Background: an optimization exercise with open tools, aiming at a short achievable clock period and few clock cycles. Do not read the settings as production practice. The RTL was checked by simulation tests, not by an equivalence proof against the original design. Power and IR drop assume default switching activity.

==> standard.sh <==
#!/bin/bash
# synth_recipe.tcl (not shown) runs the flow's synth.tcl, then flattens the netlist and writes it again
# the make line also repeats each setting of config.mk as NAME=value (left out here)
make -C /OpenROAD-flow-scripts/flow DESIGN_CONFIG=/design/flow/config.mk WORK_HOME=/design/flow/orfs CLKGATE_MAP_FILE= SYNTH_SCRIPT=/design/flow/synth_recipe.tcl "${@:-finish}"
==> flow/run.sh <==
#!/bin/bash
# Own layout flow: the standard ORFS flow (standard.sh, unchanged
# synthesis and floorplan), with
#  - port buffers of a plain buffer cell (buf_4) rather than the delay cell
#    buffer_ports picks by default; every port is still buffered.
# Each ORFS step writes its own log under orfs/logs/; make's output goes to
# flow_make.log.
set -euo pipefail
MARGIN=$(cat flow/margin.txt)
export BUFFER_PORTS_ARGS="-inputs -outputs -buffer_cell sky130_fd_sc_hd__buf_4"
sed "s|CLKGATE_MAP_FILE= |CLKGATE_MAP_FILE= SETUP_SLACK_MARGIN=${MARGIN} |" standard.sh > standard_margin.sh
bash standard_margin.sh finish > flow_make.log 2>&1
==> design.v <==
`timescale 1ns / 1ps
 `timescale 1ns / 1ps
module if_stage(
  input  wire          clk,
  input  wire          rst,
  input  wire [63 : 0] rdata,
  output reg  [15 : 0] fa,           
  input  wire          upd,
  input  wire [15 : 0] upd_pc,
  input  wire          upd_taken,
  output wire          c_valid,
  output wire [31 : 0] c_inst,
  output wire          c_pred,       
  output wire [15 : 0] c_alt,        
  output wire          c_fresh,      
  output wire [31 : 0] q_inst,       
  output wire [15 : 0] q_alt,        
  input  wire          take,         
  input  wire          redir,        
  input  wire [15 : 0] redir_pc,
  input  wire          squash        
);
  reg  [31 : 0] bt_valid;
  reg  [31 : 0] bt_bit;
  reg  [3 : 0]  bt_tag [0 : 31];
  always @(posedge clk) begin
    if (rst) begin
      bt_valid <= 32'd0;
    end else if (upd) begin
      bt_valid[upd_pc[6 : 2]] <= 1'b1;
    end
    if (upd) begin
      bt_bit[upd_pc[6 : 2]] <= upd_taken;
      bt_tag[upd_pc[6 : 2]] <= upd_pc[10 : 7];
    end
  end
  function bpred(input [31 : 0] i, input [15 : 0] pc, input [31 : 0] valid,
                 input [31 : 0] bits, input [3 : 0] tag);
    bpred = (valid[pc[6 : 2]] & (tag == pc[10 : 7])) ? bits[pc[6 : 2]]
          : (i[31] | (i[14 : 12] == 3'b001) | (i[14 : 12] == 3'b111));
  endfunction
  function [15 : 0] offset(input [31 : 0] i);
    offset = i[3] ? {i[15 : 12], i[20], i[30 : 21], 1'b0}                     
                  : {{4{i[31]}}, i[7], i[30 : 25], i[11 : 8], 1'b0};          
  endfunction
  localparam EW = 49;
  reg  [EW - 1 : 0] q [0 : 3];
  reg  [2 : 0]  qn;
  reg           jp;                  
  reg  [15 : 0] jp_t;
  wire [15 : 0] pc_lo = {fa[15 : 3], 3'b000};
  wire [15 : 0] pc_hi = {fa[15 : 3], 3'b100};
  wire [31 : 0] w_lo  = rdata[31 : 0];
  wire [31 : 0] w_hi  = rdata[63 : 32];
  wire j_lo = (w_lo[6 : 0] == 7'b1101111), b_lo = (w_lo[6 : 0] == 7'b1100011);
  wire j_hi = (w_hi[6 : 0] == 7'b1101111), b_hi = (w_hi[6 : 0] == 7'b1100011);
  wire p_lo = j_lo | b_lo & bpred(w_lo, pc_lo, bt_valid, bt_bit, bt_tag[pc_lo[6 : 2]]);
  wire p_hi = j_hi | b_hi & bpred(w_hi, pc_hi, bt_valid, bt_bit, bt_tag[pc_hi[6 : 2]]);
  wire [15 : 0] t_lo = pc_lo + offset(w_lo);
  wire [15 : 0] t_hi = pc_hi + offset(w_hi);
  wire [15 : 0] alt_lo = p_lo ? pc_lo + 16'd4 : t_lo;
  wire [15 : 0] alt_hi = p_hi ? pc_hi + 16'd4 : t_hi;
  wire          av     = ~squash & ~jp;
  wire [31 : 0] a0_i   = fa[2] ? w_hi : w_lo;
  wire          a0_p   = fa[2] ? p_hi : p_lo;
  wire [15 : 0] a0_t   = fa[2] ? t_hi : t_lo;
  wire [15 : 0] a0_a   = fa[2] ? alt_hi : alt_lo;
  wire          a1_v   = ~fa[2] & ~p_lo;
  wire [EW - 1 : 0] a0_e = {a0_i, a0_p, a0_a};
  wire [EW - 1 : 0] a1_e = {w_hi, p_hi, alt_hi};
  assign c_fresh = (qn == 3'd0);
  assign c_valid = ~c_fresh | av;
  wire [EW - 1 : 0] c_e = c_fresh ? a0_e : q[0];
  assign c_inst  = c_e[48 : 17];
  assign c_pred  = c_e[16];
  assign c_alt   = c_e[15 : 0];
  assign q_inst  = q[0][48 : 17];
  assign q_alt   = q[0][15 : 0];
  wire acc   = av & (qn <= 3'd2);          
  wire cq    = take & ~c_fresh;            
  wire cf    = take & c_fresh & av;        
  wire [2 : 0] nb = cq ? qn - 3'd1 : qn;   
  wire          w0_v = acc & (cf ? a1_v : 1'b1);
  wire [EW - 1 : 0] w0 = cf ? a1_e : a0_e;
  wire          w1_v = acc & ~cf & a1_v;
  integer k;
  always @(posedge clk) begin
    for (k = 0; k < 4; k = k + 1) begin
      if (k < nb)
        q[k] <= cq ? q[(k + 1) % 4] : q[k];
      else if (k == nb)
        q[k] <= w0;
      else if (k == nb + 1)
        q[k] <= a1_e;
    end
    if (rst) begin
      fa <= 16'h0000;                      
      qn <= 3'd0;
      jp <= 1'b0;
    end else if (redir) begin
      fa <= redir_pc;
      qn <= 3'd0;
      jp <= 1'b0;
    end else begin
      qn <= nb + {2'b00, w0_v} + {2'b00, w1_v};
      jp <= acc & (a0_p | a1_v & p_hi);
      if (jp)
        fa <= jp_t;
      else if (acc)
        fa <= {fa[15 : 3] + 13'd1, 3'b000};
    end
    jp_t <= a0_p ? a0_t : t_hi;
  end
endmodule
 `timescale 1ns / 1ps
module id_stage(
  input  wire [31 : 0] inst,
  output wire [4 : 0]  rs1,
  output wire [4 : 0]  rs2,
  output wire [4 : 0]  rd,
  output wire          uses_rs1,
  output wire          uses_rs2,
  output wire          b_is_rs2,    
  output wire [63 : 0] imm,         
  output wire [63 : 0] pcimm,       
  output wire          is_lui,
  output wire          is_auipc,
  output wire          is_jal,
  output wire          is_jalr,
  output wire          is_branch,
  output wire          is_load,
  output wire          is_store,
  output wire          wen,         
  output wire          sub,
  output wire          sel_add,
  output wire          sel_slt,
  output wire          sel_sltu,
  output wire          sel_and,
  output wire          sel_or,
  output wire          sel_xor,
  output wire          sel_sll,
  output wire          sel_sr,
  output wire          sra,
  output wire          word,
  output wire          sel_early
);
  wire [6 : 0] op = inst[6 : 0];
  wire [2 : 0] f3 = inst[14 : 12];
  assign rs1 = inst[19 : 15];
  assign rs2 = inst[24 : 20];
  assign rd  = inst[11 : 7];
  assign is_lui    = (op == 7'b0110111);
  assign is_auipc  = (op == 7'b0010111);
  assign is_jal    = (op == 7'b1101111);
  assign is_jalr   = (op == 7'b1100111);
  assign is_branch = (op == 7'b1100011);
  assign is_load   = (op == 7'b0000011);
  assign is_store  = (op == 7'b0100011);
  wire is_opimm    = (op == 7'b0010011);
  wire is_opimm32  = (op == 7'b0011011);
  wire is_op       = (op == 7'b0110011);
  wire is_op32     = (op == 7'b0111011);
  wire alu_r = is_op | is_op32;
  wire alu_i = is_opimm | is_opimm32;
  wire alu   = alu_r | alu_i;
  assign uses_rs1 = ~(is_lui | is_auipc | is_jal);
  assign uses_rs2 = alu_r | is_branch | is_store;
  assign b_is_rs2 = alu_r | is_branch;
  assign wen      = ~(is_branch | is_store);
  wire [63 : 0] imm_i = {{52{inst[31]}}, inst[31 : 20]};
  wire [63 : 0] imm_s = {{52{inst[31]}}, inst[31 : 25], inst[11 : 7]};
  wire [63 : 0] imm_b = {{52{inst[31]}}, inst[7], inst[30 : 25], inst[11 : 8], 1'b0};
  wire [63 : 0] imm_j = {{44{inst[31]}}, inst[19 : 12], inst[20], inst[30 : 21], 1'b0};
  wire [63 : 0] imm_u = {{32{inst[31]}}, inst[31 : 12], 12'b0};
  assign imm   = is_store ? imm_s : imm_i;
  assign pcimm = is_branch ? imm_b : is_jal ? imm_j : imm_u;
  assign word      = is_op32 | is_opimm32;
  assign sub       = is_op & inst[30] & (f3 == 3'b000) | is_op32 & inst[30] & (f3 == 3'b000);
  assign sel_add   = (alu & (f3 == 3'b000)) | is_load | is_store;
  assign sel_slt   = alu & (f3 == 3'b010);
  assign sel_sltu  = alu & (f3 == 3'b011);
  assign sel_xor   = alu & (f3 == 3'b100);
  assign sel_or    = alu & (f3 == 3'b110);
  assign sel_and   = alu & (f3 == 3'b111);
  assign sel_sll   = alu & (f3 == 3'b001);
  assign sel_sr    = alu & (f3 == 3'b101);
  assign sra       = inst[30];
  assign sel_early = is_lui | is_auipc | is_jal | is_jalr;
endmodule
 `timescale 1ns / 1ps
module exe_stage(
  input  wire [63 : 0] a,           
  input  wire [63 : 0] b,           
  input  wire            sub,         
  input  wire            sel_add,
  input  wire            sel_slt,
  input  wire            sel_sltu,
  input  wire            sel_and,
  input  wire            sel_or,
  input  wire            sel_xor,
  input  wire            sel_sll,
  input  wire            sel_sr,
  input  wire            sra,         
  input  wire            word,        
  input  wire            sel_early,   
  input  wire [63 : 0] early,
  input  wire [2 : 0]    f3,          
  output wire [63 : 0] sum,         
  output wire [63 : 0] result,
  output wire            taken
);
  wire [63 : 0] addsub = sub ? (a - b) : (a + b);
  assign sum = a + b;
  wire eq  = (a == b);
  wire ltu = (a < b);
  wire lt  = ($signed(a) < $signed(b));
  wire [5 : 0]    shamt = word ? {1'b0, b[4 : 0]} : b[5 : 0];
  wire [63 : 0] sa    = word ? {{32{sra & a[31]}}, a[31 : 0]} : a;
  wire [64 : 0]   sr65  = $signed({sra & sa[63], sa}) >>> shamt;
  wire [63 : 0] srv   = sr65[63 : 0];
  wire [63 : 0] slv   = a << shamt;
  wire [63 : 0] r =
      ({64{sel_add}}   & addsub)
    | ({64{sel_slt}}   & {63'd0, lt})
    | ({64{sel_sltu}}  & {63'd0, ltu})
    | ({64{sel_and}}   & (a & b))
    | ({64{sel_or}}    & (a | b))
    | ({64{sel_xor}}   & (a ^ b))
    | ({64{sel_sll}}   & slv)
    | ({64{sel_sr}}    & srv)
    | ({64{sel_early}} & early);
  assign result = word ? {{32{r[31]}}, r[31 : 0]} : r;
  reg t;
  always @(*) begin
    case (f3)
      3'b000:  t = eq;
      3'b001:  t = ~eq;
      3'b100:  t = lt;
      3'b101:  t = ~lt;
      3'b110:  t = ltu;
      3'b111:  t = ~ltu;
      default: t = 1'b0;
    endcase
  end
  assign taken = t;
endmodule
 `timescale 1ns / 1ps
module regfile(
  input  wire            clk,
  input  wire            rst,
  input  wire [4 : 0]    w_addr,
  input  wire [63 : 0] w_data,
  input  wire            w_ena,
  input  wire [4 : 0]    r_addr1,
  output wire [63 : 0] r_data1,
  input  wire [4 : 0]    r_addr2,
  output wire [63 : 0] r_data2
);
  reg [63 : 0] regs [0 : 31];
  integer i;
  always @(posedge clk) begin
    if (rst) begin
      for (i = 0; i < 32; i = i + 1) regs[i] <= 64'h00000000_00000000;
    end else if (w_ena && (w_addr != 5'd0)) begin
      regs[w_addr] <= w_data;
    end
  end
  assign r_data1 = (r_addr1 == 5'd0) ? 64'h00000000_00000000 : regs[r_addr1];
  assign r_data2 = (r_addr2 == 5'd0) ? 64'h00000000_00000000 : regs[r_addr2];
endmodule
 `timescale 1ns / 1ps
module SimTop(
    input         clock,
    input         reset,
    output [63:0] imem_addr,
    input  [63:0] imem_rdata,
    output [63:0] dmem_addr,
    input  [63:0] dmem_rdata,
    output        dmem_wen,
    output [63:0] dmem_wdata,
    output [63:0] dmem_wmask,
    output        commit_valid,
    output [63:0] commit_pc,
    output [31:0] commit_inst,
    output        commit_wen,
    output [4:0]  commit_wdest,
    output [63:0] commit_wdata
);
function [185-1:0] pack(
  input [31:0] ir, input [63:0] imm, input [63:0] pcimm,
  input is_lui, input is_auipc, input is_jal, input is_jalr, input is_load, input is_store,
  input is_branch, input b_is_rs2, input wen, input rfw, input early, input brx,
  input sub, input sel_add, input sel_slt, input sel_sltu, input sel_and, input sel_or,
  input sel_xor, input sel_sll, input sel_sr, input sra, input word, input uses_rs1,
  input uses_rs2);
  pack = {ir, imm, pcimm, is_lui, is_auipc, is_jal, is_jalr, is_load, is_store,
          is_branch, b_is_rs2, wen, rfw, early, brx, sub, sel_add, sel_slt, sel_sltu,
          sel_and, sel_or, sel_xor, sel_sll, sel_sr, sra, word, uses_rs1, uses_rs2};
endfunction
reg         d_valid;
reg  [185-1:0] d_dec;
reg         d_pred;
reg  [63:0] d_pc;                      
reg         d_m1x, d_m1m, d_m1w, d_m2x, d_m2m, d_m2w;
reg         d_stall;                   
reg         d_use_alt;                 
reg         d_altok;                   
reg  [15:0] d_altaddr;                 
reg         d_altv;                    
reg         m_late;                    
reg         d_alt_late;                
reg  [4:0]  d_rs1, d_rs2;              
reg         a_valid;
reg  [185-1:0] a_dec, a2_dec;       
reg         a_pred, a2_pred;
reg  [15:0] a_addr, a_off;
reg         a_m1w, a_m2w;
wire [15:0] a_next = a_addr + (a_pred ? a_off : 16'd4);    
reg         x_valid;
reg  [63:0] x_pc;
reg  [31:0] x_ir;
reg         x_wen, x_rfw, x_load, x_store, x_jalr, x_early_sel;
reg  [63:0] x_a, x_b, x_sd;
reg         x_fa_m, x_fb_m, x_fs_m;
reg         x_sub, x_sel_add, x_sel_slt, x_sel_sltu, x_sel_and, x_sel_or, x_sel_xor;
reg         x_sel_sll, x_sel_sr, x_sra, x_word;
reg  [63:0] x_early;
reg  [63:0] x_rtgt;                    
reg         x_c_eq, x_c_ne, x_c_lt, x_c_ge, x_c_ltu, x_c_geu;
reg         x_brx;
reg         m_valid;
reg  [63:0] m_pc;
reg  [31:0] m_ir;
reg         m_wen, m_rfw, m_load, m_brx, m_taken;
reg  [63:0] m_res;
reg  [63:0] m_addr;                    
reg         m_dwen;
reg  [63:0] m_wdata;
reg  [7:0]  m_bmask;
reg         w_valid;
reg  [63:0] c_pc, c_data;
reg  [31:0] c_inst;
reg         c_wen;
reg  [2:0]  m_off;                     
reg  [4:0]  w_rd;
reg         w_rfw;
reg  [63:0] w_data;
reg         p_x;
reg         px_jalr;
reg  [63:0] px_sum, px_rtgt;
wire [4:0] x_rd = x_ir[11:7];
wire [4:0] m_rd = m_ir[11:7];
wire [185-1:0] e_dec = d_use_alt ? (d_alt_late ? a_dec : a2_dec) : d_dec;
wire [31:0] e_ir;
wire [63:0] e_imm, e_pcimm;
wire        e_is_lui, e_is_auipc, e_is_jal, e_is_jalr, e_is_load, e_is_store, e_is_branch;
wire        e_b_is_rs2, e_wen, e_rfw, e_early, e_brx;
wire        e_sub, e_sel_add, e_sel_slt, e_sel_sltu, e_sel_and, e_sel_or, e_sel_xor;
wire        e_sel_sll, e_sel_sr, e_sra, e_word, e_uses_rs1, e_uses_rs2;
assign {e_ir, e_imm, e_pcimm, e_is_lui, e_is_auipc, e_is_jal, e_is_jalr,
        e_is_load, e_is_store, e_is_branch, e_b_is_rs2, e_wen, e_rfw, e_early, e_brx,
        e_sub, e_sel_add, e_sel_slt, e_sel_sltu, e_sel_and, e_sel_or, e_sel_xor,
        e_sel_sll, e_sel_sr, e_sra, e_word, e_uses_rs1, e_uses_rs2} = e_dec;
wire        e_pred = d_use_alt ? (~d_alt_late & a2_pred) : d_pred;
wire [63:0] e_pc   = d_use_alt ? px_rtgt : d_pc;
wire        e_m1w  = d_use_alt ? a_m1w : d_m1w;
wire        e_m2w  = d_use_alt ? a_m2w : d_m2w;
wire        e_m1x  = d_m1x & ~d_use_alt;
wire        e_m1m  = d_m1m & ~d_use_alt;
wire        e_m2x  = d_m2x & ~d_use_alt;
wire        e_m2m  = d_m2m & ~d_use_alt;
wire [4:0]  e_rd   = e_ir[11:7];
wire [15:0] fa;
wire [31:0] f_inst;
wire        f_valid, f_pred, f_fresh;
wire [15:0] f_alt, fq_alt;
wire [31:0] fq_inst;
wire        f_take, f_redir, f_squash;
wire [15:0] f_redir_pc;
if_stage If_stage(
  .clk       (clock),
  .rst       (reset),
  .rdata     (imem_rdata),
  .fa        (fa),
  .upd       (m_valid & m_brx),
  .upd_pc    (m_pc[15:0]),
  .upd_taken (m_taken),
  .c_valid   (f_valid),
  .c_inst    (f_inst),
  .c_pred    (f_pred),
  .c_alt     (f_alt),
  .c_fresh   (f_fresh),
  .q_inst    (fq_inst),
  .q_alt     (fq_alt),
  .take      (f_take),
  .redir     (f_redir),
  .redir_pc  (f_redir_pc),
  .squash    (f_squash)
);
wire [4:0]  f_rs1, f_rs2, f_rd;
wire        f_uses_rs1, f_uses_rs2, f_b_is_rs2;
wire [63:0] f_imm, f_pcimm;
wire        f_is_lui, f_is_auipc, f_is_jal, f_is_jalr, f_is_branch, f_is_load, f_is_store, f_wen;
wire        f_sub, f_sel_add, f_sel_slt, f_sel_sltu, f_sel_and, f_sel_or, f_sel_xor;
wire        f_sel_sll, f_sel_sr, f_sra, f_word, f_sel_early;
id_stage Id_stage(
  .inst      (f_inst),
  .rs1       (f_rs1),
  .rs2       (f_rs2),
  .rd        (f_rd),
  .uses_rs1  (f_uses_rs1),
  .uses_rs2  (f_uses_rs2),
  .b_is_rs2  (f_b_is_rs2),
  .imm       (f_imm),
  .pcimm     (f_pcimm),
  .is_lui    (f_is_lui),
  .is_auipc  (f_is_auipc),
  .is_jal    (f_is_jal),
  .is_jalr   (f_is_jalr),
  .is_branch (f_is_branch),
  .is_load   (f_is_load),
  .is_store  (f_is_store),
  .wen       (f_wen),
  .sub       (f_sub),
  .sel_add   (f_sel_add),
  .sel_slt   (f_sel_slt),
  .sel_sltu  (f_sel_sltu),
  .sel_and   (f_sel_and),
  .sel_or    (f_sel_or),
  .sel_xor   (f_sel_xor),
  .sel_sll   (f_sel_sll),
  .sel_sr    (f_sel_sr),
  .sra       (f_sra),
  .word      (f_word),
  .sel_early (f_sel_early)
);
wire f_brx = f_is_branch & (f_pcimm != 64'd4);
wire [185-1:0] f_dec = pack(f_inst, f_imm, f_pcimm,
  f_is_lui, f_is_auipc, f_is_jal, f_is_jalr, f_is_load, f_is_store, f_is_branch,
  f_b_is_rs2, f_wen, f_wen & (f_rd != 5'd0), f_sel_early, f_brx, f_sub, f_sel_add,
  f_sel_slt, f_sel_sltu, f_sel_and, f_sel_or, f_sel_xor, f_sel_sll, f_sel_sr, f_sra,
  f_word, f_uses_rs1, f_uses_rs2);
wire f_m1x = d_valid & e_rfw & (e_rd == f_rs1);
wire f_m1m = x_valid & x_rfw & (x_rd == f_rs1);
wire f_m1w = m_valid & m_rfw & (m_rd == f_rs1);
wire f_m2x = d_valid & e_rfw & (e_rd == f_rs2);
wire f_m2m = x_valid & x_rfw & (x_rd == f_rs2);
wire f_m2w = m_valid & m_rfw & (m_rd == f_rs2);
wire [63:0] e_earlyv;
wire        fq_jalr = (fq_inst[6:0] == 7'b1100111);
wire        fq_rs10 = (fq_inst[19:15] == 5'd0);
wire        f_jpred = fq_jalr & ~f_fresh &
                      (fq_rs10 | (d_valid & e_rfw & e_early & (e_rd == fq_inst[19:15])));
wire [15:0] f_jsum  = (fq_rs10 ? 16'd0 : e_earlyv[15:0]) + {{4{fq_inst[31]}}, fq_inst[31:20]};
wire [15:0] f_jtgt  = {f_jsum[15:1], 1'b0};
assign imem_addr = {d_pc[63:16], fa};
wire [63:0] rf_r1, rf_r2;
regfile Regfile(
  .clk     (clock),
  .rst     (reset),
  .w_addr  (w_rd),
  .w_data  (w_data),
  .w_ena   (w_valid & w_rfw),
  .r_addr1 (d_rs1),
  .r_data1 (rf_r1),
  .r_addr2 (d_rs2),
  .r_data2 (rf_r2)
);
wire [63:0] d_r1 = e_m1w ? w_data : rf_r1;
wire [63:0] d_r2 = e_m2w ? w_data : rf_r2;
wire stall = d_valid & d_stall & ~d_use_alt;
wire [63:0] d_jsum  = (e_m1x ? x_early : 64'd0) + e_imm;
wire [63:0] d_pcadd = e_pc + e_pcimm;
wire [63:0] d_pc4   = e_pc + 64'd4;
wire [63:0] d_npc   = e_is_jalr ? {d_jsum[63:1], 1'b0} : e_pred ? d_pcadd : d_pc4;
wire d_jok = e_is_jalr & ~e_pred & ((e_ir[19:15] == 5'd0) | (e_m1x & x_early_sel));
wire d_redirect = d_valid & d_jok;
assign      e_earlyv = e_is_lui ? e_pcimm : e_is_auipc ? d_pcadd : d_pc4;
wire [63:0] x_av = x_fa_m ? m_res : x_a;
wire [63:0] x_bv = x_fb_m ? m_res : x_b;
wire [63:0] x_sv = x_fs_m ? m_res : x_sd;
wire [63:0] x_sum, x_result;
wire        x_taken;
exe_stage Exe_stage(
  .a         (x_av),
  .b         (x_bv),
  .sub       (x_sub),
  .sel_add   (x_sel_add),
  .sel_slt   (x_sel_slt),
  .sel_sltu  (x_sel_sltu),
  .sel_and   (x_sel_and),
  .sel_or    (x_sel_or),
  .sel_xor   (x_sel_xor),
  .sel_sll   (x_sel_sll),
  .sel_sr    (x_sel_sr),
  .sra       (x_sra),
  .word      (x_word),
  .sel_early (x_early_sel),
  .early     (x_early),
  .f3        (x_ir[14:12]),
  .sum       (x_sum),
  .result    (x_result),
  .taken     (x_taken)
);
function misp(input [63:0] a, input [63:0] b, input c_eq, input c_ne, input c_lt,
              input c_ge, input c_ltu, input c_geu);
  reg eq, lt, ltu;
  begin
    eq   = (a == b);
    ltu  = (a < b);
    lt   = ($signed(a) < $signed(b));
    misp = (c_eq & eq) | (c_ne & ~eq) | (c_lt & lt) | (c_ge & ~lt) | (c_ltu & ltu) | (c_geu & ~ltu);
  end
endfunction
wire x_misp_rr = misp(x_a,   x_b,   x_c_eq, x_c_ne, x_c_lt, x_c_ge, x_c_ltu, x_c_geu);
wire x_misp_mr = misp(m_res, x_b,   x_c_eq, x_c_ne, x_c_lt, x_c_ge, x_c_ltu, x_c_geu);
wire x_misp_rm = misp(x_a,   m_res, x_c_eq, x_c_ne, x_c_lt, x_c_ge, x_c_ltu, x_c_geu);
wire x_misp_mm = x_c_eq | x_c_ge | x_c_geu;        
wire x_misp = x_fa_m ? (x_fb_m ? x_misp_mm : x_misp_mr) : (x_fb_m ? x_misp_rm : x_misp_rr);
wire x_redirect = x_valid & (x_jalr | x_misp);
wire x_alt_late = m_late & ~(g_is_jal | g_is_jalr | g_is_branch);
wire x_alt = (a_valid | x_alt_late) & ~x_jalr;
wire [15:0] x_tlo = x_alt ? (m_late ? m_addr[15:0] + 16'd4 : a_next) : x_rtgt[15:0];
wire        p_j   = p_x & px_jalr;
reg [63:0] x_wdata;
reg [7:0]  x_bmask;
always @(*) begin
  case (x_ir[13:12])
    2'b00:   begin x_wdata = {8{x_sv[7:0]}};  x_bmask = 8'b0000_0001 << x_sum[2:0]; end
    2'b01:   begin x_wdata = {4{x_sv[15:0]}}; x_bmask = 8'b0000_0011 << x_sum[2:0]; end
    2'b10:   begin x_wdata = {2{x_sv[31:0]}}; x_bmask = 8'b0000_1111 << x_sum[2:0]; end
    default: begin x_wdata = x_sv;            x_bmask = 8'b1111_1111; end
  endcase
end
wire x_mem = x_valid & (x_load | x_store);
assign dmem_addr  = m_addr;
assign dmem_wen   = m_dwen;
assign dmem_wdata = m_wdata;
assign dmem_wmask = {{8{m_bmask[7]}}, {8{m_bmask[6]}}, {8{m_bmask[5]}}, {8{m_bmask[4]}},
                     {8{m_bmask[3]}}, {8{m_bmask[2]}}, {8{m_bmask[1]}}, {8{m_bmask[0]}}};
wire [63:0] m_sh = dmem_rdata >> {m_off, 3'b000};
reg  [63:0] m_ld;
always @(*) begin
  case (m_ir[14:12])
    3'b000:  m_ld = {{56{m_sh[7]}},  m_sh[7:0]};
    3'b001:  m_ld = {{48{m_sh[15]}}, m_sh[15:0]};
    3'b010:  m_ld = {{32{m_sh[31]}}, m_sh[31:0]};
    3'b100:  m_ld = {56'd0, m_sh[7:0]};
    3'b101:  m_ld = {48'd0, m_sh[15:0]};
    3'b110:  m_ld = {32'd0, m_sh[31:0]};
    default: m_ld = dmem_rdata;
  endcase
end
wire [63:0] m_data = m_load ? m_ld : m_res;
wire [31:0] g_inst = m_addr[2] ? dmem_rdata[63:32] : dmem_rdata[31:0];
wire [4:0]  g_rs1, g_rs2, g_rd;
wire        g_uses_rs1, g_uses_rs2, g_b_is_rs2;
wire [63:0] g_imm, g_pcimm;
wire        g_is_lui, g_is_auipc, g_is_jal, g_is_jalr, g_is_branch, g_is_load, g_is_store, g_wen;
wire        g_sub, g_sel_add, g_sel_slt, g_sel_sltu, g_sel_and, g_sel_or, g_sel_xor;
wire        g_sel_sll, g_sel_sr, g_sra, g_word, g_sel_early;
id_stage Alt_dec(
  .inst      (g_inst),
  .rs1       (g_rs1),
  .rs2       (g_rs2),
  .rd        (g_rd),
  .uses_rs1  (g_uses_rs1),
  .uses_rs2  (g_uses_rs2),
  .b_is_rs2  (g_b_is_rs2),
  .imm       (g_imm),
  .pcimm     (g_pcimm),
  .is_lui    (g_is_lui),
  .is_auipc  (g_is_auipc),
  .is_jal    (g_is_jal),
  .is_jalr   (g_is_jalr),
  .is_branch (g_is_branch),
  .is_load   (g_is_load),
  .is_store  (g_is_store),
  .wen       (g_wen),
  .sub       (g_sub),
  .sel_add   (g_sel_add),
  .sel_slt   (g_sel_slt),
  .sel_sltu  (g_sel_sltu),
  .sel_and   (g_sel_and),
  .sel_or    (g_sel_or),
  .sel_xor   (g_sel_xor),
  .sel_sll   (g_sel_sll),
  .sel_sr    (g_sel_sr),
  .sra       (g_sra),
  .word      (g_word),
  .sel_early (g_sel_early)
);
wire g_brx = g_is_branch & (g_pcimm != 64'd4);
wire [185-1:0] g_dec = pack(g_inst, g_imm, g_pcimm,
  g_is_lui, g_is_auipc, g_is_jal, g_is_jalr, g_is_load, g_is_store, g_is_branch,
  g_b_is_rs2, g_wen, g_wen & (g_rd != 5'd0), g_sel_early, g_brx, g_sub, g_sel_add,
  g_sel_slt, g_sel_sltu, g_sel_and, g_sel_or, g_sel_xor, g_sel_sll,
  g_sel_sr, g_sra, g_word, g_uses_rs1, g_uses_rs2);
wire g_pred = g_is_jal | (g_is_branch & g_inst[31]);
wire [15:0] g_off = g_is_jal ? {g_inst[15:12], g_inst[20], g_inst[30:21], 1'b0}
                             : {{4{g_inst[31]}}, g_inst[7], g_inst[30:25], g_inst[11:8], 1'b0};
wire g_take = d_valid & d_altok & e_brx & ~d_use_alt & ~stall & ~x_redirect & ~g_is_jalr;
wire f_jr = f_valid & ~stall & f_jpred & ~x_redirect & ~p_j & ~d_redirect;
assign f_take     = ~stall;
assign f_redir    = x_redirect | p_j | d_redirect | f_jr;
assign f_redir_pc = x_redirect ? x_tlo : p_j ? {px_sum[15:1], 1'b0} :
                    d_redirect ? {d_jsum[15:1], 1'b0} : f_jtgt;
assign f_squash   = p_j;
assign commit_valid = w_valid;
assign commit_pc    = c_pc;
assign commit_inst  = c_inst;
assign commit_wen   = c_wen;
assign commit_wdest = c_inst[11:7];
assign commit_wdata = c_data;
wire use_alt_next = x_redirect & x_alt;
wire late_next = d_valid & e_brx & ~d_use_alt & ~d_altok & d_altv & ~x_mem & ~stall &
                 ~x_redirect;
always @(posedge clock) begin
  if (reset) begin
    d_valid   <= 1'b0;
    d_pc      <= 64'h00000000_80000000;
    d_use_alt <= 1'b0;
    d_altok   <= 1'b0;
    a_valid   <= 1'b0;
    m_late    <= 1'b0;
    d_alt_late <= 1'b0;
    x_valid   <= 1'b0;
    m_valid   <= 1'b0;
    m_dwen    <= 1'b0;
    w_valid   <= 1'b0;
    p_x       <= 1'b0;
  end else begin
    if (x_redirect)
      d_valid <= x_alt;
    else if (p_j | d_redirect)
      d_valid <= 1'b0;
    else if (!stall)
      d_valid <= f_valid;
    d_use_alt <= use_alt_next;
    d_alt_late <= use_alt_next & m_late;
    d_altok   <= ~x_mem & ~stall & ~x_redirect & ~p_j & ~d_redirect & ~f_fresh & ~late_next;
    m_late    <= late_next;
    a_valid   <= g_take;
    p_x <= x_redirect & ~x_alt;
    if (p_x)
      d_pc <= px_jalr ? {px_sum[63:1], 1'b0} : px_rtgt;
    else if (d_valid & ~stall)
      d_pc <= d_npc;
    x_valid <= d_valid & ~stall & ~x_redirect;
    m_valid <= x_valid;
    m_dwen  <= x_valid & x_store;
    w_valid <= m_valid;
  end
  if (use_alt_next) begin
    d_rs1 <= m_late ? g_rs1 : a_dec[185-13 -: 5];
    d_rs2 <= m_late ? g_rs2 : a_dec[185-8 -: 5];
  end else if (!stall) begin
    d_rs1 <= f_rs1;
    d_rs2 <= f_rs2;
  end
  if (!stall) begin
    d_dec   <= f_dec;
    d_pred  <= f_pred | f_jpred;
    d_altaddr <= f_alt;
    d_altv  <= f_valid;
    d_m1x   <= f_m1x;
    d_m1m   <= f_m1m;
    d_m1w   <= f_m1w;
    d_m2x   <= f_m2x;
    d_m2m   <= f_m2m;
    d_m2w   <= f_m2w;
    d_stall <= (f_uses_rs1 & f_m1x & e_is_load) | (f_uses_rs2 & f_m2x & e_is_load);
  end else begin
    d_m1x   <= 1'b0;
    d_m1m   <= d_m1x;
    d_m1w   <= d_m1m;
    d_m2x   <= 1'b0;
    d_m2m   <= d_m2x;
    d_m2w   <= d_m2m;
    d_stall <= 1'b0;
  end
  a_dec   <= g_dec;
  a_pred  <= g_pred;
  a_addr  <= m_addr[15:0];
  a_off   <= g_off;
  a2_dec  <= a_dec;
  a2_pred <= a_pred;
  a_m1w <= m_valid & m_rfw & (m_rd == (m_late ? g_rs1 : a_dec[185-13 -: 5]));
  a_m2w <= m_valid & m_rfw & (m_rd == (m_late ? g_rs2 : a_dec[185-8 -: 5]));
  x_pc        <= e_pc;
  x_ir        <= e_ir;
  x_wen       <= e_wen;
  x_rfw       <= e_rfw;
  x_load      <= e_is_load;
  x_store     <= e_is_store;
  x_brx       <= e_brx;
  x_jalr      <= e_is_jalr & ~e_pred & ~d_jok;
  x_early_sel <= e_early;
  x_a         <= e_m1m ? m_data : d_r1;
  x_b         <= ~e_b_is_rs2 ? e_imm : e_m2m ? m_data : d_r2;
  x_sd        <= e_m2m ? m_data : d_r2;
  x_fa_m      <= e_m1x;
  x_fb_m      <= e_b_is_rs2 & e_m2x;
  x_fs_m      <= e_m2x;
  x_c_eq      <= e_brx & ((e_ir[14:12] == 3'b000) & ~e_pred | (e_ir[14:12] == 3'b001) & e_pred);
  x_c_ne      <= e_brx & ((e_ir[14:12] == 3'b000) & e_pred | (e_ir[14:12] == 3'b001) & ~e_pred);
  x_c_lt      <= e_brx & ((e_ir[14:12] == 3'b100) & ~e_pred | (e_ir[14:12] == 3'b101) & e_pred);
  x_c_ge      <= e_brx & ((e_ir[14:12] == 3'b100) & e_pred | (e_ir[14:12] == 3'b101) & ~e_pred);
  x_c_ltu     <= e_brx & ((e_ir[14:12] == 3'b110) & ~e_pred | (e_ir[14:12] == 3'b111) & e_pred);
  x_c_geu     <= e_brx & ((e_ir[14:12] == 3'b110) & e_pred | (e_ir[14:12] == 3'b111) & ~e_pred);
  x_rtgt      <= e_pred ? d_pc4 : d_pcadd;
  x_sub       <= e_sub;
  x_sel_add   <= e_sel_add;
  x_sel_slt   <= e_sel_slt;
  x_sel_sltu  <= e_sel_sltu;
  x_sel_and   <= e_sel_and;
  x_sel_or    <= e_sel_or;
  x_sel_xor   <= e_sel_xor;
  x_sel_sll   <= e_sel_sll;
  x_sel_sr    <= e_sel_sr;
  x_sra       <= e_sra;
  x_word      <= e_word;
  x_early     <= e_earlyv;
  px_jalr  <= x_jalr;
  px_sum   <= x_sum;
  px_rtgt  <= x_rtgt;
  m_pc    <= x_pc;
  m_ir    <= x_ir;
  m_wen   <= x_wen;
  m_rfw   <= x_rfw;
  m_load  <= x_load;
  m_brx   <= x_brx;
  m_taken <= x_taken;
  m_res   <= x_result;
  m_addr  <= x_mem ? x_sum : {x_sum[63:16], late_next ? d_altaddr : fq_alt};
  m_off   <= x_sum[2:0];
  m_wdata <= x_wdata;
  m_bmask <= x_bmask;
  w_rfw  <= m_rfw;
  if (m_valid & m_rfw) begin
    w_rd   <= m_ir[11:7];
    w_data <= m_data;
  end
  c_pc   <= m_pc;
  c_inst <= m_ir;
  c_wen  <= m_wen;
  c_data <= m_data;
end
endmodule
==> config.mk <==
export PLATFORM = sky130hd
export DESIGN_NAME = SimTop
export DESIGN_NICKNAME = SimTop
export VERILOG_FILES = /design/flow/design.v
export SDC_FILE = /design/flow/constraint.sdc
export NUM_CORES = 8
export LEC_CHECK = 0
export CAP_MARGIN = 20
export CORE_MARGIN = 2
export CORE_UTILIZATION = 55
export SLEW_MARGIN = 20
export TNS_END_PERCENT = 100
==> constraint.sdc <==
create_clock -name core_clock -period 15.5 [get_ports {clock}]
set_input_delay 3.1000 -clock core_clock [delete_from_list [all_inputs] [get_ports {clock}]]
set_output_delay 3.1000 -clock core_clock [all_outputs]
set_load 0.01 [all_outputs]
==> flow/margin.txt <==
11
==> results.py, run 1 <==
metrics = {
    "outcome": {
        "status": "no timing/DRC/antenna violations",
    },
    "flow_run": {
        "cap_violations": 0,
    },
    "floorplan": {
        "start_util": 0.552,
        "die_width_um": 633,
        "core_area_mm2": 0.395,
        "die_height_um": 633,
        "io_pins": 554,
        "die-area_mm2": 0.401,
        "num_rows": 231,
    },
    "timing": {
        "slew_headroom": 0.138,
        "fin_setup_tns_ps": 0,
        "period_share": 0.322,
        "fin_crit_ps": 4990,
        "finClkSkew_ps": 84.6,
        "setup_viol": 0,
        "timing.final.ws_setup_ps": 10510,
        "rsz0062_at_grt": "yes",
        "hold_viol_final": 0,
        "fmax_mhz": 200,
        "worst_slew_pin_slew_ps": 1260,
        "drv_slew": 0,
    },
    "clock_tree": {
        "cts_hold_buf": 0,
        "cts_tree": "done",
        "worstSkewPairLatency_ps": 1070,
        "clk_pin_slew_ps": 70,
        "htreeDepth": 5,
        "clockRootBuffer": "clkbuf_16",
        "cts_buffers": 422,
        "cts_max_path_buffers": 4,
        "cts.sinks": 3938,
    },
    "yosys": {
        "synth_flop_cell": "edfxtp_1",
        "synthArstFlopShare": 0,
        "synth_edf_count": 2588,
        "avgSynthCellArea_um2": 11.6,
        "yosys_register_bits": 3938,
        "synth_top_area_cell": "edfxtp_1",
        "netlist_instances": 18734,
        "ys_types": 119,
        "synth_top_cell_area_share": 0.357,
        "yosysMostFrequentCell": "edfxtp_1",
        "syn_area_mm2": 0.218,
        "seq_area_frac_synth": 0.481,
        "synth_commonest_cells": "edfxtp_1 (2588), and2_1 (2130), dfxtp_1 (1350)",
        "synth.area.top_cells": "edfxtp_1 (36%), mux4_2 (14%), dfxtp_1 (12%), and2_1 (6.1%), mux2i_1 (4.1%)",
        "yosysWarningCount": 5,
    },
    "drt": {
        "postRouteAntennaNets": 0,
        "viasPerCell": 6.84,
        "dr.pass1.iters": 6,
        "drt-total-wl_um": 941000,
        "wire_per_inst_um": 37.5,
        "dr.first_iter.drc_count": 25707,
        "vias": 171498,
        "drc": 0,
    },
    "placed_design": {
        "place_inst": 23371,
        "gp_congestion": 1.06,
        "dp_hpwl_um": 612000,
        "place_ws_ps": 8190,
        "portBuffers": 553,
    },
    "global_route": {
        "grt_max_degree": 129,
        "overflow": 0,
        "grt.total_usage": 0.457,
        "antenna_found_initial": 80,
        "grt_pass1_wl_um": 1280000,
        "grt_pass1_vias": 162851,
    },
    "worst_setup_path": {
        "path_cells": "buf_16 > mux2i_4 > inv_1 > ha_1 > a21o_1 > a21o_1 > a21oi_1 > o21ai_1 > a41oi_2 > a21oi_1 > xor2_1 > mux2i_1 > nand2_1 > o21ai_4 > o221ai_1",
        "crit_fanout": 5,
        "required_ps": 16240,
        "slowest_delay_ps": 300,
        "cp-end-kind": "flip-flop",
        "worst-endpoint-arrival_ps": 5740,
        "cpMaxStageDelayCell": "mux2i_4",
        "cp_num_buf_inv": 2,
        "crit_family": "compound AO/OA/AOI/OAI gates",
        "cp-start-kind": "input pin",
        "crit_type": "input pin to flip-flop",
    },
    "cells_and_area": {
        "final_core_util": 0.662,
        "drive_above_1_share": 0.298,
        "finalNonFillerCells": 25072,
        "syn_to_final_growth_pct": 20.1,
        "fin_nets": 20142,
    },
    "power_and_ir_drop": {
        "leakage_nw": 100,
        "cellPowerDensity_mw_per_mm2": 230,
        "ir_drop_uv": 289,
    },
    "min_path": {
        "hold_class": "flip-flop to flip-flop",
    },
}
## layout by cell type, fill, tap and decap left out, types with 444 or more instances in the layout
cell type / count
and2_1: 2115
nor2_1: 1012
dfxtp_1: 927
inv_1: 564
buf_6: 620
clkbuf_16: 444
o21ai_0: 595
edfxtp_1: 2588
mux2i_1: 772
buf_4: 946
mux4_2: 1346
a21oi_1: 800
nand2_1: 1262
ha_1: 444
## cell families after synthesis
family | synth area share
AND/OR/NAND/NOR | 0.129
flip-flops | 0.481
AO/OA/AOI/OAI | 0.103
multiplexers | 0.194
buffers and inverters | 0.0438
adder cells (fa/ha/maj) | 0.0341
XOR/XNOR | 0.0165
other | 0.0000172
## per-layer routing
| layer | track usage | vias up | share of wire |
|---|---|---|---|
| met1 | 0.559 | 85700 | 0.34 |
| met2 | 0.692 | 11992 | 0.44 |
| li1 | - | 70710 | - |
| met4 | 0.369 | 42 | 0.10 |
| met3 | 0.110 | 3054 | 0.11 |
| met5 | 0.000242 | - | 0.00031 |
## layout make-up
cell class,count,area [um^2]
Fill cell,29517,133000
Multi-Input combinational cell,12613,113000
Sequential cell,3938,106000
Timing Repair Buffer,1813,19400
Clock buffer,554,11700
Tap cell,5242,6560
Clock inverter,239,2770
Inverter,634,2510
Antenna cell,36,90.1
Timing Repair inverter,3,33.8
## per-stage QoR
| step | instance area [um^2] | hold WS, ps | power (mW) |
|---|---|---|---|
| finish | 262000 | 300 | 60.2 |
| global route | 262000 | 299 | 61.7 |
| CTS | 255000 | 299 | 57.1 |
| detailed placement | 227000 | 312 | 43.9 |
| global placement | 227000 | 310 | 43.8 |
| floorplan | 221000 | 310 | 32.9 |
## sequential cells by signal, indices dropped and copies added (netlist names), 87 cells and up, named ones only
register,count
If_stage.bt_tag,128
a2_dec,87
Regfile.regs,2048
d_dec,87
a_dec,87
If_stage.q,196
## worst paths after layout
path	cells after the start	slack, ps	end	from
worst min register to register	0	300	a2_dec[40]	a_dec[40]
worst max-delay path	15	10510	If_stage.q[3][14]	imem_rdata[3]
worst max register to register	30	10570	If_stage.fa[14]	d_use_alt
worst min-delay path	0	300	a2_dec[40]	a_dec[40]
## repair_timing
item / 4_1_cts / 5_1_grt
gates cloned: 80 / 17
gates resized for setup: 2065 / 831
setup endpoints to repair: 4380 / 1674
buffers inserted: 501 / 252
pin swaps: 342 / 323
endpoints found under the hold margin: 0 / 0
## power by group
| part | total (mW) | switching (mW) | leakage (nW) | internal, mW |
|---|---|---|---|---|
| sequential | 16.3 | 2.48 | 37.9 | 13.9 |
| combinational | 33.1 | 20.2 | 55.4 | 12.9 |
| clock | 10.7 | 4.57 | 7.04 | 6.14 |
| total | 60.2 | 27.3 | 100 | 32.9 |
Testbench counts, summed over its fixed seeds: cycles 44,654.
==> inputs of run 2 (changes only) <==
--- a/design.v
+++ b/design.v
@@ -13,6 +13,6 @@
   output wire          c_pred,       
-  output wire [15 : 0] c_alt,        
   output wire          c_fresh,      
   output wire [31 : 0] q_inst,       
-  output wire [15 : 0] q_alt,        
+  output wire          q_pred,
+  output wire [15 : 0] q_pc,         
   input  wire          take,         
@@ -49,3 +49,3 @@
   reg           jp;                  
-  reg  [15 : 0] jp_t;
+  reg  [15 : 0] jp_pc, jp_off;
   wire [15 : 0] pc_lo = {fa[15 : 3], 3'b000};
@@ -58,6 +58,2 @@
   wire p_hi = j_hi | b_hi & bpred(w_hi, pc_hi, bt_valid, bt_bit, bt_tag[pc_hi[6 : 2]]);
-  wire [15 : 0] t_lo = pc_lo + offset(w_lo);
-  wire [15 : 0] t_hi = pc_hi + offset(w_hi);
-  wire [15 : 0] alt_lo = p_lo ? pc_lo + 16'd4 : t_lo;
-  wire [15 : 0] alt_hi = p_hi ? pc_hi + 16'd4 : t_hi;
   wire          av     = ~squash & ~jp;
@@ -65,7 +61,6 @@
   wire          a0_p   = fa[2] ? p_hi : p_lo;
-  wire [15 : 0] a0_t   = fa[2] ? t_hi : t_lo;
-  wire [15 : 0] a0_a   = fa[2] ? alt_hi : alt_lo;
+  wire [15 : 0] a0_pc  = fa[2] ? pc_hi : pc_lo;
   wire          a1_v   = ~fa[2] & ~p_lo;
-  wire [EW - 1 : 0] a0_e = {a0_i, a0_p, a0_a};
-  wire [EW - 1 : 0] a1_e = {w_hi, p_hi, alt_hi};
+  wire [EW - 1 : 0] a0_e = {a0_i, a0_p, a0_pc};
+  wire [EW - 1 : 0] a1_e = {w_hi, p_hi, pc_hi};
   assign c_fresh = (qn == 3'd0);
@@ -75,5 +70,5 @@
   assign c_pred  = c_e[16];
-  assign c_alt   = c_e[15 : 0];
   assign q_inst  = q[0][48 : 17];
-  assign q_alt   = q[0][15 : 0];
+  assign q_pred  = q[0][16];
+  assign q_pc    = q[0][15 : 0];
   wire acc   = av & (qn <= 3'd2);          
@@ -107,3 +102,3 @@
       if (jp)
-        fa <= jp_t;
+        fa <= jp_pc + jp_off;
       else if (acc)
@@ -111,3 +106,4 @@
     end
-    jp_t <= a0_p ? a0_t : t_hi;
+    jp_pc  <= a0_p ? a0_pc : pc_hi;
+    jp_off <= offset(a0_p ? a0_i : w_hi);
   end
@@ -307,4 +303,2 @@
 reg         d_altok;                   
-reg  [15:0] d_altaddr;                 
-reg         d_altv;                    
 reg         m_late;                    
@@ -375,4 +369,5 @@
 wire        f_valid, f_pred, f_fresh;
-wire [15:0] f_alt, fq_alt;
+wire [15:0] fq_pc;
 wire [31:0] fq_inst;
+wire        fq_pred;
 wire        f_take, f_redir, f_squash;
@@ -390,6 +385,6 @@
   .c_pred    (f_pred),
-  .c_alt     (f_alt),
   .c_fresh   (f_fresh),
   .q_inst    (fq_inst),
-  .q_alt     (fq_alt),
+  .q_pred    (fq_pred),
+  .q_pc      (fq_pc),
   .take      (f_take),
@@ -455,2 +450,4 @@
 wire [15:0] f_jtgt  = {f_jsum[15:1], 1'b0};
+wire [15:0] fq_alt = fq_pred ? fq_pc + 16'd4 :
+                     fq_pc + {{4{fq_inst[31]}}, fq_inst[7], fq_inst[30:25], fq_inst[11:8], 1'b0};
 assign imem_addr = {d_pc[63:16], fa};
@@ -615,4 +612,3 @@
 wire use_alt_next = x_redirect & x_alt;
-wire late_next = d_valid & e_brx & ~d_use_alt & ~d_altok & d_altv & ~x_mem & ~stall &
-                 ~x_redirect;
+wire late_next = d_valid & e_brx & ~d_use_alt & ~d_altok & ~x_mem & ~stall & ~x_redirect;
 always @(posedge clock) begin
@@ -663,4 +659,2 @@
     d_pred  <= f_pred | f_jpred;
-    d_altaddr <= f_alt;
-    d_altv  <= f_valid;
     d_m1x   <= f_m1x;
@@ -734,3 +728,3 @@
   m_res   <= x_result;
-  m_addr  <= x_mem ? x_sum : {x_sum[63:16], late_next ? d_altaddr : fq_alt};
+  m_addr  <= x_mem ? x_sum : {x_sum[63:16], late_next ? (e_pred ? d_pc4[15:0] : d_pcadd[15:0]) : fq_alt};
   m_off   <= x_sum[2:0];
==> run 2 against run 1 <==
Net effect:
- cell area down 0.65%
- routed wire length down 1.1%
- fmax up 1.2%
- core utilization up 0.099 points
- synthesized area down 0.80%
- clock power about the same
- sequential cell count down 3
- sequential share of layout area up 0.20 points
- worst hold slack better by 2.5 ps
- power down 0.42%
- combinational power up 1%
- cell count about the same
- largest cell class unchanged
==> results.py, run 2 <==
metrics = {
    "clock_tree": {
        "cts_hold_buf": 0,
        "htreeDepth": 5,
        "cts_tree": "done",
        "worstSkewPairLatency_ps": 1070,
        "cts_max_path_buffers": 4,
        "cts_buffers": 424,
        "cts.sinks": 3935,
        "clockRootBuffer": "clkbuf_16",
        "clk_pin_slew_ps": 60,
    },
    "cells_and_area": {
        "largest_register": "Regfile.regs",
        "final_common_cell": "edfxtp_1",
        "largest_reg_flops": 2048,
        "drive_above_1_share": 0.297,
        "syn_to_final_growth_pct": 20.3,
        "finalNonFillerCells": 25089,
        "layout_common_cells": "edfxtp_1 (2571), and2_1 (2102), nand2_1 (1360)",
        "fin_nets": 20152,
        "final_core_util": 0.663,
    },
    "worst_setup_path": {
        "cp-start-kind": "flip-flop",
        "worst-endpoint-arrival_ps": 5850,
        "crit_family": "compound AO/OA/AOI/OAI gates",
        "crit_type": "flip-flop to flip-flop",
        "cp-end-kind": "flip-flop",
        "slowest_delay_ps": 500,
        "crit_fanout": 7,
        "cp_num_buf_inv": 2,
        "required_ps": 16420,
        "cpMaxStageDelayCell": "a2111o_1",
    },
    "timing": {
        "worst_slew_pin_slew_ps": 1330,
        "period_share": 0.318,
        "fin_setup_tns_ps": 0,
        "fmax_mhz": 203,
        "hold_viol_final": 0,
        "setup_viol": 0,
        "holdWs_ps": 302,
        "slew_headroom": 0.0897,
        "drv_slew": 0,
        "rsz0062_at_grt": "yes",
        "finClkSkew_ps": 112,
        "fin_crit_ps": 4930,
    },
    "yosys": {
        "synth_top_area_cell": "edfxtp_1",
        "synth_top_cell_area_share": 0.357,
        "synth_flop_cell": "edfxtp_1",
        "avgSynthCellArea_um2": 11.6,
        "synth_commonest_cells": "edfxtp_1 (2571), and2_1 (2124), nand2_1 (1394)",
        "yosysWarningCount": 5,
        "ys_types": 103,
        "syn_area_mm2": 0.216,
        "seq_area_frac_synth": 0.483,
        "synthArstFlopShare": 0,
        "netlist_instances": 18668,
        "yosysMostFrequentCell": "edfxtp_1",
        "synth.area.top_cells": "edfxtp_1 (36%), mux4_2 (14%), dfxtp_1 (13%), and2_1 (6.1%), mux2i_1 (3.5%)",
        "yosys_register_bits": 3935,
        "synth_edf_count": 2571,
    },
    "floorplan": {
        "start_util": 0.551,
        "die_width_um": 631,
        "num_rows": 230,
        "io_pins": 554,
        "die_height_um": 631,
        "core_area_mm2": 0.392,
        "die-area_mm2": 0.398,
    },
    "min_path": {
        "hold_class": "flip-flop to flip-flop",
    },
    "placed_design": {
        "gp_congestion": 1.04,
        "portBuffers": 553,
        "dp_hpwl_um": 599000,
        "place_inst": 23257,
    },
    "drt": {
        "postRouteAntennaNets": 0,
        "wire_per_inst_um": 37.1,
        "dr.pass1.iters": 7,
        "drt-total-wl_um": 931000,
        "dr.first_iter.drc_count": 23881,
        "drc": 0,
        "viasPerCell": 6.77,
        "vias": 169762,
    },
    "outcome": {
        "status": "no timing/DRC/antenna violations",
    },
    "flow_run": {
        "cap_violations": 0,
    },
    "global_route": {
        "grtUsageMet3": 0.115,
        "grt_pass1_wl_um": 1260000,
        "overflow": 0,
        "use_met1": 0.551,
        "grt_max_degree": 103,
        "grt_busiest_layer": "met2",
        "grt_pass1_vias": 161387,
        "antenna_found_initial": 121,
        "use_met2": 0.687,
        "grt.total_usage": 0.452,
    },
    "power_and_ir_drop": {
        "p_switching_mw": 27.4,
        "p_clk_frac": 0.174,
        "pwr-share-seq": 0.266,
        "power_mw": 59.9,
        "sw_frac_of_total": 0.457,
        "leakage_nw": 99.0,
        "ir_drop_uv": 172,
        "intPower_mw": 32.6,
        "power_frac_comb": 0.560,
        "cellPowerDensity_mw_per_mm2": 230,
    },
}
run 2: layout make-up:
type,count,area [um^2]
Antenna cell,69,173
Clock inverter,247,2360
Multi-Input combinational cell,12572,112000
Timing Repair Buffer,1886,19800
Sequential cell,3935,105000
Inverter,612,2360
Tap cell,5220,6530
Clock buffer,548,11700
Fill cell,29399,132000
run 2: power groups by stage:
stage,Clock [mW],Sequential [mW],Combinational (mW)
2_1_floorplan,0,14.6,17.9
3_5_place_dp,0,15.9,27.7
3_3_place_gp,0,15.9,27.7
4_1_cts,10.4,15.8,30.5
5_1_grt,10.8,16.0,34.6
6_report,10.4,16.0,33.5
run 2: stage by stage:
step           cell area [um^2]  setup slack, ps
2_1_floorplan            218000             9870
3_3_place_gp             225000             8340
3_5_place_dp             225000             8280
4_1_cts                  252000            10660
5_1_grt                  260000            10420
6_report                 260000            10570
run 2: worst paths after layout:
kind         cells past startpoint        from  slack [ps]              end
min reg2reg                      0    m_pc[27]         300         c_pc[27]
max reg2reg                     25  d_alt_late       10570  If_stage.fa[15]
max                             25  d_alt_late       10570  If_stage.fa[15]
min                              0    m_pc[27]         300         c_pc[27]
run 2: cell families (layout without fill, tap and decap cells):
logic type,Yosys count,after routing,share of synthesized area
compound gates,3536,3539,0.103
xor+xnor,445,445,0.0180
fa+ha+maj,591,591,0.0345
buf+inv,2282,3293,0.0436
flops,3935,3935,0.483
mux,2362,2365,0.189
other cells,1,133,0.0000173
simple gates,5516,5568,0.129
run 2: per-layer routing:
metal / vias up / routed length, um / share of wire
met4: 62 / 91600 / 0.098
met5: - / 612 / 0.00066
met2: 12016 / 412000 / 0.44
met1: 84322 / 317000 / 0.34
li1: 70304 / - / -
met3: 3058 / 110000 / 0.12
run 2: repair_timing:
item	4_1_cts	5_1_grt
resized for setup	1981	940
setup endpoints to repair	4591	3074
hold endpoints to repair	0	0
pin swaps	249	350
gates cloned	88	30
buffers inserted	473	366
run 2: worst reg2reg max path, cell delays in order (launching register included):
cell	delay, ps
dfxtp_4	440
mux2i_2	320
nand2_4	90
o21ai_4	80
inv_2	70
ha_4	240
a211o_1	340
a2111o_1	500
a21oi_2	160
buf_4	130
xnor2_2	70
nand2_1	70
o21ai_0	80
nand2_1	100
o21ai_2	80
and2_4	180
ha_4	300
a21o_1	190
a31oi_4	50
o211ai_1	200
o311a_1	220
a31oi_1	110
xnor2_1	140
a311oi_1	320
a21oi_1	70
a221oi_1	280
Testbench counts of run 2, summed over its fixed seeds: cycles 44,654.
==> inputs of run 3 (changes only) <==
--- a/design.v
+++ b/design.v
@@ -189,2 +189,5 @@
   input  wire [63 : 0] b,           
+  input  wire [5 : 0]    b_reg,
+  input  wire [5 : 0]    b_fwd,
+  input  wire            b_sel,
   input  wire            sub,         
@@ -202,6 +205,4 @@
   input  wire [63 : 0] early,
-  input  wire [2 : 0]    f3,          
   output wire [63 : 0] sum,         
-  output wire [63 : 0] result,
-  output wire            taken
+  output wire [63 : 0] result
 );
@@ -209,10 +210,11 @@
   assign sum = a + b;
-  wire eq  = (a == b);
   wire ltu = (a < b);
   wire lt  = ($signed(a) < $signed(b));
-  wire [5 : 0]    shamt = word ? {1'b0, b[4 : 0]} : b[5 : 0];
+  wire [5 : 0]    sh0   = word ? {1'b0, b_reg[4 : 0]} : b_reg[5 : 0];
+  wire [5 : 0]    sh1   = word ? {1'b0, b_fwd[4 : 0]} : b_fwd[5 : 0];
   wire [63 : 0] sa    = word ? {{32{sra & a[31]}}, a[31 : 0]} : a;
-  wire [64 : 0]   sr65  = $signed({sra & sa[63], sa}) >>> shamt;
-  wire [63 : 0] srv   = sr65[63 : 0];
-  wire [63 : 0] slv   = a << shamt;
+  wire [64 : 0]   sr0   = $signed({sra & sa[63], sa}) >>> sh0;
+  wire [64 : 0]   sr1   = $signed({sra & sa[63], sa}) >>> sh1;
+  wire [63 : 0] srv   = b_sel ? sr1[63 : 0] : sr0[63 : 0];
+  wire [63 : 0] slv   = b_sel ? (a << sh1) : (a << sh0);
   wire [63 : 0] r =
@@ -228,15 +230,2 @@
   assign result = word ? {{32{r[31]}}, r[31 : 0]} : r;
-  reg t;
-  always @(*) begin
-    case (f3)
-      3'b000:  t = eq;
-      3'b001:  t = ~eq;
-      3'b100:  t = lt;
-      3'b101:  t = ~lt;
-      3'b110:  t = ltu;
-      3'b111:  t = ~ltu;
-      default: t = 1'b0;
-    endcase
-  end
-  assign taken = t;
 endmodule
@@ -295,3 +284,4 @@
 endfunction
-reg         d_valid;
+reg         d_vreg;
+wire        d_valid;                   
 reg  [185-1:0] d_dec;
@@ -305,2 +295,3 @@
 reg         d_alt_late;                
+reg         a_bad;                     
 reg  [4:0]  d_rs1, d_rs2;              
@@ -324,2 +315,3 @@
 reg         x_brx;
+reg         x_pred;                    
 reg         m_valid;
@@ -344,4 +336,7 @@
 reg  [63:0] px_sum, px_rtgt;
+reg  [63:0] ap_pcadd, ap_pc4;
 wire [4:0] x_rd = x_ir[11:7];
 wire [4:0] m_rd = m_ir[11:7];
+wire d_kill = d_use_alt & d_alt_late & a_bad;
+assign d_valid = d_vreg & ~d_kill;
 wire [185-1:0] e_dec = d_use_alt ? (d_alt_late ? a_dec : a2_dec) : d_dec;
@@ -468,5 +463,5 @@
 wire stall = d_valid & d_stall & ~d_use_alt;
-wire [63:0] d_jsum  = (e_m1x ? x_early : 64'd0) + e_imm;
-wire [63:0] d_pcadd = e_pc + e_pcimm;
-wire [63:0] d_pc4   = e_pc + 64'd4;
+wire [63:0] d_jsum  = (d_m1x ? x_early : 64'd0) + d_dec[185-33 -: 64];    
+wire [63:0] d_pcadd = d_use_alt ? ap_pcadd : d_pc + d_dec[185-97 -: 64];
+wire [63:0] d_pc4   = d_use_alt ? ap_pc4 : d_pc + 64'd4;
 wire [63:0] d_npc   = e_is_jalr ? {d_jsum[63:1], 1'b0} : e_pred ? d_pcadd : d_pc4;
@@ -479,3 +474,2 @@
 wire [63:0] x_sum, x_result;
-wire        x_taken;
 exe_stage Exe_stage(
@@ -483,2 +477,5 @@
   .b         (x_bv),
+  .b_reg     (x_b[5:0]),
+  .b_fwd     (m_res[5:0]),
+  .b_sel     (x_fb_m),
   .sub       (x_sub),
@@ -496,6 +493,4 @@
   .early     (x_early),
-  .f3        (x_ir[14:12]),
   .sum       (x_sum),
-  .result    (x_result),
-  .taken     (x_taken)
+  .result    (x_result)
 );
@@ -517,3 +512,3 @@
 wire x_redirect = x_valid & (x_jalr | x_misp);
-wire x_alt_late = m_late & ~(g_is_jal | g_is_jalr | g_is_branch);
+wire x_alt_late = m_late;
 wire x_alt = (a_valid | x_alt_late) & ~x_jalr;
@@ -599,7 +594,7 @@
 wire g_take = d_valid & d_altok & e_brx & ~d_use_alt & ~stall & ~x_redirect & ~g_is_jalr;
-wire f_jr = f_valid & ~stall & f_jpred & ~x_redirect & ~p_j & ~d_redirect;
+wire f_jr = f_valid & ~stall & f_jpred & ~x_redirect & ~p_j & ~d_redirect & ~d_kill;
 assign f_take     = ~stall;
-assign f_redir    = x_redirect | p_j | d_redirect | f_jr;
+assign f_redir    = x_redirect | p_j | d_redirect | d_kill | f_jr;
 assign f_redir_pc = x_redirect ? x_tlo : p_j ? {px_sum[15:1], 1'b0} :
-                    d_redirect ? {d_jsum[15:1], 1'b0} : f_jtgt;
+                    d_redirect ? {d_jsum[15:1], 1'b0} : d_kill ? px_rtgt[15:0] : f_jtgt;
 assign f_squash   = p_j;
@@ -615,3 +610,3 @@
   if (reset) begin
-    d_valid   <= 1'b0;
+    d_vreg    <= 1'b0;
     d_pc      <= 64'h00000000_80000000;
@@ -629,10 +624,11 @@
     if (x_redirect)
-      d_valid <= x_alt;
-    else if (p_j | d_redirect)
-      d_valid <= 1'b0;
+      d_vreg <= x_alt;
+    else if (p_j | d_redirect | d_kill)
+      d_vreg <= 1'b0;
     else if (!stall)
-      d_valid <= f_valid;
+      d_vreg <= f_valid;
     d_use_alt <= use_alt_next;
     d_alt_late <= use_alt_next & m_late;
-    d_altok   <= ~x_mem & ~stall & ~x_redirect & ~p_j & ~d_redirect & ~f_fresh & ~late_next;
+    d_altok   <= ~x_mem & ~stall & ~x_redirect & ~p_j & ~d_redirect & ~d_kill & ~f_fresh &
+                 ~late_next;
     m_late    <= late_next;
@@ -642,2 +638,4 @@
       d_pc <= px_jalr ? {px_sum[63:1], 1'b0} : px_rtgt;
+    else if (d_kill)
+      d_pc <= px_rtgt;
     else if (d_valid & ~stall)
@@ -676,2 +674,3 @@
   a_dec   <= g_dec;
+  a_bad   <= g_is_jal | g_is_jalr | g_is_branch | g_is_auipc;
   a_pred  <= g_pred;
@@ -705,2 +704,3 @@
   x_rtgt      <= e_pred ? d_pc4 : d_pcadd;
+  x_pred      <= e_pred;
   x_sub       <= e_sub;
@@ -720,2 +720,4 @@
   px_rtgt  <= x_rtgt;
+  ap_pcadd <= x_rtgt + a_dec[185-97 -: 64];
+  ap_pc4   <= x_rtgt + 64'd4;
   m_pc    <= x_pc;
@@ -726,3 +728,3 @@
   m_brx   <= x_brx;
-  m_taken <= x_taken;
+  m_taken <= x_misp ^ x_pred;
   m_res   <= x_result;
--- a/flow/run.sh
+++ b/flow/run.sh
@@ -4,3 +4,6 @@
 #  - port buffers of a plain buffer cell (buf_4) rather than the delay cell
-#    buffer_ports picks by default; every port is still buffered.
+#    buffer_ports picks by default; every port is still buffered;
+#  - after global routing, one more slew / capacitance repair
+#    (flow/grt_post.tcl), since the aggressive timing repair can leave a net
+#    near its limits.
 # Each ORFS step writes its own log under orfs/logs/; make's output goes to
@@ -10,2 +13,3 @@
 export BUFFER_PORTS_ARGS="-inputs -outputs -buffer_cell sky130_fd_sc_hd__buf_4"
+export POST_GLOBAL_ROUTE_TCL=$PWD/flow/grt_post.tcl
 sed "s|CLKGATE_MAP_FILE= |CLKGATE_MAP_FILE= SETUP_SLACK_MARGIN=${MARGIN} |" standard.sh > standard_margin.sh
==> flow/grt_post.tcl (new file) <==
# Run after ORFS's global routing (POST_GLOBAL_ROUTE_TCL): repair slew and
# capacitance once more on global-route parasitics, then legalise and
# re-route the changed nets and rewrite the route guides.
puts "Final slew / capacitance repair..."
estimate_parasitics -global_routing
repair_design -slew_margin 30 -cap_margin 30 -match_cell_footprint -verbose
global_route -start_incremental
detailed_placement
global_route -end_incremental
check_placement -verbose
estimate_parasitics -global_routing
report_check_types -max_slew -max_capacitance
write_guides $::env(RESULTS_DIR)/route.guide
--- a/config.mk
+++ b/config.mk
@@ -7,6 +7,6 @@
 export LEC_CHECK = 0
-export CAP_MARGIN = 20
+export CAP_MARGIN = 30
 export CORE_MARGIN = 2
 export CORE_UTILIZATION = 55
-export SLEW_MARGIN = 20
+export SLEW_MARGIN = 30
 export TNS_END_PERCENT = 100
==> run 3 against run 2 <==
Net effect:
- still clean on timing, DRC and antenna
- combinational power up 3%
- routed wire length up 5.5%
- count of clock-buffer cells in the layout up 20
- cell area up 0.65%
- clock power up 4%
- power up 3.8%
- core utilization down 1.8 points
- worst setup slack better by 98 ps
- die area up 3.4%
==> results.py, run 3 <==
metrics = {
    "flow_run": {
        "cap_violations": 0,
    },
    "clock_tree": {
        "cts_buffers": 435,
        "cts_hold_buf": 0,
        "htreeDepth": 5,
        "cts_max_path_buffers": 4,
        "cts_tree": "done",
        "clk_pin_slew_ps": 70,
        "worstSkewPairLatency_ps": 1060,
        "cts.sinks": 4062,
        "cts_resized": 1700,
    },
    "placed_design": {
        "place_area_mm2": 0.234,
        "portBuffers": 553,
        "gp_congestion": 1.08,
    },
    "worst_setup_path": {
        "r2r_cells": 19,
        "cpMaxStageDelayCell": "dfxtp_4",
        "path_cells": "buf_6",
        "required_ps": 12400,
        "cp-end-kind": "output port",
        "crit_family": "flip-flops",
        "critical_path_depth": 1,
        "cp_num_buf_inv": 1,
        "crit_fanout": 1,
    },
    "floorplan": {
        "die_height_um": 641,
        "die_width_um": 641,
        "num_rows": 234,
        "io_pins": 554,
        "start_util": 0.551,
        "die-area_mm2": 0.411,
        "core_area_mm2": 0.406,
    },
    "global_route": {
        "overflow": 0,
        "antenna_found_initial": 108,
        "grt.total_usage": 0.467,
        "grt_pass1_vias": 166266,
    },
    "drt": {
        "drc": 0,
        "dr_wl_met3_um": 117000,
        "wire_per_inst_um": 38.0,
        "routed-wl-met2_um": 424000,
        "vias": 177194,
        "viasPerCell": 6.86,
        "highest_layer": "met5",
        "dr.first_iter.drc_count": 27291,
    },
    "timing": {
        "hold_viol_final": 0,
        "drv_slew": 0,
        "finClkSkew_ps": 74.0,
        "period_share": 0.312,
        "fmax_mhz": 207,
        "setup_viol": 0,
        "worst_slew_pin_slew_ps": 1110,
        "fin_setup_tns_ps": 0,
        "slew_headroom": 0.238,
    },
    "power_and_ir_drop": {
        "leakage_nw": 100,
        "cellPowerDensity_mw_per_mm2": 238,
    },
    "cells_and_area": {
        "largest_register": "Regfile.regs",
        "fin_area_mm2": 0.262,
        "largest_reg_flops": 2048,
        "final_common_cell": "edfxtp_1",
        "layout_common_cells": "edfxtp_1 (2571), and2_1 (2117), mux4_2 (1355)",
        "drive_above_1_share": 0.256,
    },
    "yosys": {
        "synth_edf_count": 2571,
        "synth_top_area_cell": "edfxtp_1",
        "synth_flop_cell": "edfxtp_1",
        "synth.area.top_cells": "edfxtp_1 (35%), mux4_2 (14%), dfxtp_1 (13%), and2_1 (5.9%), ha_1 (3.6%)",
        "synth_commonest_cells": "edfxtp_1 (2571), and2_1 (2122), dfxtp_1 (1491)",
        "synth_top_cell_area_share": 0.345,
        "ys_types": 91,
        "yosysMostFrequentCell": "edfxtp_1",
        "synthArstFlopShare": 0,
        "yosysWarningCount": 4,
    },
    "min_path": {
        "hold_class": "flip-flop to flip-flop",
        "holdPathStages": 0,
    },
    "outcome": {
        "status": "no timing/DRC/antenna violations",
    },
}
[run 3: cell count changes in the layout (fill, tap and decap cells not counted), moves of 62 or more]
cell,previous run,this run
buf_4,1051,804
a21oi_1,867,1056
o21ai_0,652,833
ha_1,438,575
nor2_1,1031,1132
xor2_1,116,202
dfxtp_1,968,1049
ha_4,108,32
inv_2,69,7
[run 3: cell families (layout without fill, tap and decap cells)]
| logic type | Yosys count | count (layout) | synth area share |
|---|---|---|---|
| mux | 2362 | 2362 | 0.183 |
| other cells | 1 | 162 | 0.0000168 |
| buf+inv | 2249 | 2943 | 0.0408 |
| xor+xnor | 556 | 556 | 0.0218 |
| flops | 4062 | 4062 | 0.479 |
| compound gates | 3961 | 3969 | 0.110 |
| fa+ha+maj | 654 | 654 | 0.0370 |
| simple gates | 5673 | 5679 | 0.129 |
[run 3: path summary, 6_finish.rpt]
| check | startpoint | end | slack (ps) |
|---|---|---|---|
| worst max-delay path | c_data[42] | commit_wdata[42] | 10660 |
| worst min-delay path | m_pc[19] | c_pc[19] | 310 |
| worst max register to register | x_fa_m | m_res[54] | 10760 |
| worst min register to register | m_pc[19] | c_pc[19] | 310 |
[run 3: layout make-up]
type | instances | area, um^2
repair inverters | 2 | 27.5
flip-flops and latches | 4062 | 108000
clock buffers | 568 | 12000
multi-input cells | 13284 | 113000
fillers | 31325 | 144000
clock inverters | 238 | 2470
inverters | 579 | 2240
well taps | 5428 | 6790
repair buffers | 1556 | 16400
diodes | 98 | 245
[run 3: per-layer routing]
layer / global-route usage / vias up
li1: - / 72987
met3: 0.127 / 3334
met1: 0.574 / 88099
met4: 0.384 / 42
met2: 0.692 / 12732
met5: 0 / -
[run 3: stage by stage]
step | setup WS, ps | instances | utilization | hold WS [ps] | power, mW
6_report | 10660 | 25815 | 0.645 | 310 | 62.2
2_1_floorplan | 10250 | 19581 | - | 310 | 33.9
3_3_place_gp | 8660 | 24345 | 0.576 | 311 | 46.6
3_5_place_dp | 8560 | 24363 | 0.577 | 312 | 46.8
4_1_cts | 10690 | 25560 | 0.637 | 314 | 59.7
[run 3: where the power goes]
group | switching (mW) | internal (mW) | total, mW
sequential | 2.68 | 14.3 | 16.9
clock | 4.71 | 6.05 | 10.8
combinational | 21.9 | 12.6 | 34.5
total | 29.3 | 32.9 | 62.2
Testbench counts of run 3, summed over its fixed seeds: cycles 44,725.
